What follows belongs to an exercise in optimizing a design on an open flow for small area; a production flow would make more cautious choices. Function was checked by simulation only, so behaviour that the tests miss may differ from the original. Power is estimated from default activity; no workload was simulated.

## rv32i_top
module rv32i_top #(
    parameter DMEM_DEPTH = 1024,
    parameter IMEM_DEPTH = 1024
)(
    input  logic        clk,
    input  logic        reset_n,
    output logic [31:0] mem_addr_mem,
    output logic [31:0] mem_wdata_mem,
    output logic        mem_write_mem,
    output logic [2:0]  mem_op_mem,
    input  logic [31:0] mem_rdata_mem,
    output logic        mem_read_mem,
    output logic [31:0] current_pc,
    input  logic [31:0] inst,
    input  logic        stall_pipl,
    output logic        if_id_reg_en,
    input  logic        timer_int
);
    logic load_hazard, pc_sel_mem, trap_taken, mret_mem, hold_pc;
    logic flush;
    assign flush        = pc_sel_mem | trap_taken | mret_mem;
    assign if_id_reg_en = ~(stall_pipl | load_hazard);
    logic pipe_en;
    assign pipe_en      = ~stall_pipl;
    logic [31:0] pc, pc_plus_4, trap_pc, pc_jump_mem;
    logic [31:1] mepc;
    logic        ecall_mem;
    logic [31:2] mtvec_hi;
    logic        v_mie, v_mtvec, v_mscratch, v_mepc, v_mcause;
    logic        mie7_g;
    logic [31:2] mtvec_g;
    logic [31:1] mepc_g;
    assign pc_plus_4 = {pc[31:2] + 30'd1, pc[1:0]};
    assign trap_pc   = {mtvec_g + (ecall_mem ? 30'd11 : 30'd7), 2'b00};
    always_ff @(posedge clk or negedge reset_n) begin
        if (!reset_n)
            pc <= 32'hfffff000;
        else if ((if_id_reg_en | trap_taken | mret_mem) & ~hold_pc) begin
            if (trap_taken)      pc <= trap_pc;
            else if (mret_mem)   pc <= {mepc_g, 1'b0};
            else if (pc_sel_mem) pc <= pc_jump_mem;
            else                 pc <= pc_plus_4;
        end
  ...
For scale: ~7400 cells after synthesis, roughly 84000 um^2 of cells after synthesis.
clock: 10.0 ns
lec_check: 0
cap_margin: 20
core_margin: 2
core_utilization: 50
cts_buf_list: sky130_fd_sc_hd__clkbuf_16
cts_cluster_diameter: 100
cts_cluster_size: 20
slew_margin: 20
synth_hierarchical: 1
synth_minimum_keep_size: 0
standard.sh (not shown) runs the stock make flow with config.mk's settings and CLKGATE_MAP_FILE= SYNTH_SCRIPT=/design/flow/synth_recipe.tcl, a recipe that flattens the netlist after the stock synthesis.
==> flow/flow/run.sh <==
#!/bin/bash
# The standard layout (standard.sh) with two changes:
#  - the synthesis step reads a copy of the ORFS scripts whose ABC script
#    maps with a large delay relaxation (&nf -R 1000), i.e. area-oriented;
#    registers and the synthesis passes around ABC are unchanged;
#  - the port buffers that placement inserts on every input and output are
#    the smallest buffer (buf_1) instead of the default cell; the resizer
#    may still size them up.
set -euo pipefail
HERE=$(pwd)
rm -rf "$HERE/orfs_scripts"
cp -r "$FLOW_HOME/scripts" "$HERE/orfs_scripts"
sed -i 's/^&nf$/\&nf -R 1000/' "$HERE/orfs_scripts/abc_speed.script"
cp "$HERE/orfs_scripts/abc_speed.script" "$HERE/abc_script_used.log"
bash standard.sh SCRIPTS_DIR="$HERE/orfs_scripts" synth > "$HERE/synth_make.log" 2>&1
export BUFFER_PORTS_ARGS="-buffer_cell sky130_fd_sc_hd__buf_1"
bash standard.sh > "$HERE/layout_make.log" 2>&1
Next try:
==> flow/run.sh (new file) <==
#!/bin/bash
# synth_recipe.tcl (not shown) runs the flow's synth.tcl, then flattens the netlist and writes it again
# the make line also repeats each setting of config.mk as NAME=value (left out here)
make -C /OpenROAD-flow-scripts/flow DESIGN_CONFIG=/design/flow/config.mk WORK_HOME=/design/flow/orfs CLKGATE_MAP_FILE= SYNTH_SCRIPT=/design/flow/synth_recipe.tcl finish
removed: flow/flow/run.sh
removed: flow/standard.sh
=>
- count of clock-buffer cells in the layout decreases by 1
- critical path depth decreases by 9
- setup slack is better by 0.25 ns
- combinational power came out higher by 14%
- cell count rises by 3.3%
- final area goes up by 3.3%
- flip-flop and latch count stays the same
- via count climbs by 6.3%
- non-clock buffer count rises by 23
- power is higher by 4.9%

========
Another version of the RTL of rv32i_top (not shown whole).
For scale: roughly 6700 cells after synthesis, roughly 170 I/O pins, about 81000 um^2 of cells after synthesis.
Settings: LEC_CHECK=0, CAP_MARGIN=20, CORE_MARGIN=2, CORE_UTILIZATION=58, CTS_BUF_LIST=sky130_fd_sc_hd__clkbuf_16, CTS_CLUSTER_DIAMETER=100, CTS_CLUSTER_SIZE=25, SLEW_MARGIN=20, SYNTH_HIERARCHICAL=1, SYNTH_MINIMUM_KEEP_SIZE=0; clock period 10.0 ns.
==> flow/flow/run.sh <==
#!/bin/bash
# The standard layout (standard.sh) with two changes:
#  - the synthesis step reads a copy of the ORFS scripts whose ABC script
#    maps with a large delay relaxation (&nf -R 1000), i.e. area-oriented;
#    registers and the synthesis passes around ABC are unchanged;
#  - the port buffers that placement inserts on every input and output are
#    the smallest buffer (buf_1) instead of the default cell; the resizer
#    may still size them up.
set -euo pipefail
HERE=$(pwd)
rm -rf "$HERE/orfs_scripts"
cp -r "$FLOW_HOME/scripts" "$HERE/orfs_scripts"
sed -i 's/^&nf$/\&nf -R 1000/' "$HERE/orfs_scripts/abc_speed.script"
cp "$HERE/orfs_scripts/abc_speed.script" "$HERE/abc_script_used.log"
bash standard.sh SCRIPTS_DIR="$HERE/orfs_scripts" synth > "$HERE/synth_make.log" 2>&1
export BUFFER_PORTS_ARGS="-buffer_cell sky130_fd_sc_hd__buf_1"
bash standard.sh > "$HERE/layout_make.log" 2>&1
Change:
--- a/flow/config.mk
+++ b/flow/config.mk
@@ -9,6 +9,6 @@
 export CORE_MARGIN = 2
-export CORE_UTILIZATION = 58
+export CORE_UTILIZATION = 50
 export CTS_BUF_LIST = sky130_fd_sc_hd__clkbuf_16
 export CTS_CLUSTER_DIAMETER = 100
-export CTS_CLUSTER_SIZE = 25
+export CTS_CLUSTER_SIZE = 20
 export SLEW_MARGIN = 20
Effect: The new run completed without violations. Combinational power is about the same. Synthesized area is unchanged. Register-to-register slack degrades by 0.44 ns.

==> what the ideal ports hide <==
How much do the figures lean on ideal ports? The routed layouts below were timed once more, with nothing changed but the port constraints.
Step 1: set_driving_cell puts a clkbuf_16 on clk and a buf_2 on each other input, an assumption about the parent block.
Step 2 moves the port delays by t, midway between the first and last clock arrival at a register: inputs arrive t later, outputs are due t later. That takes back most of the time a late clock gives input paths.
Three values: ideal ports, drivers, drivers and shift; two values: the first two.
run | t, ns | setup slack, ns | hold slack, ns | latest minus earliest clock arrival (ns)
the first run of note 1 | 0.875 | 0.545 / 0.545 / 0.545 | 0.420 / 0.420 / 0.420 | 0.067 / 0.067
the second run of note 1 | 0.873 | 0.796 / 0.796 / 0.796 | 0.424 / 0.424 / 0.424 | 0.048 / 0.048
the first run of note 2 | 0.835 | 0.899 / 0.899 / 0.899 | 0.417 / 0.417 / 0.417 | 0.051 / 0.051
the second run of note 2 | 0.834 | 0.462 / 0.462 / 0.462 | 0.424 / 0.424 / 0.424 | 0.102 / 0.102
After both steps every run listed still meets setup and hold.
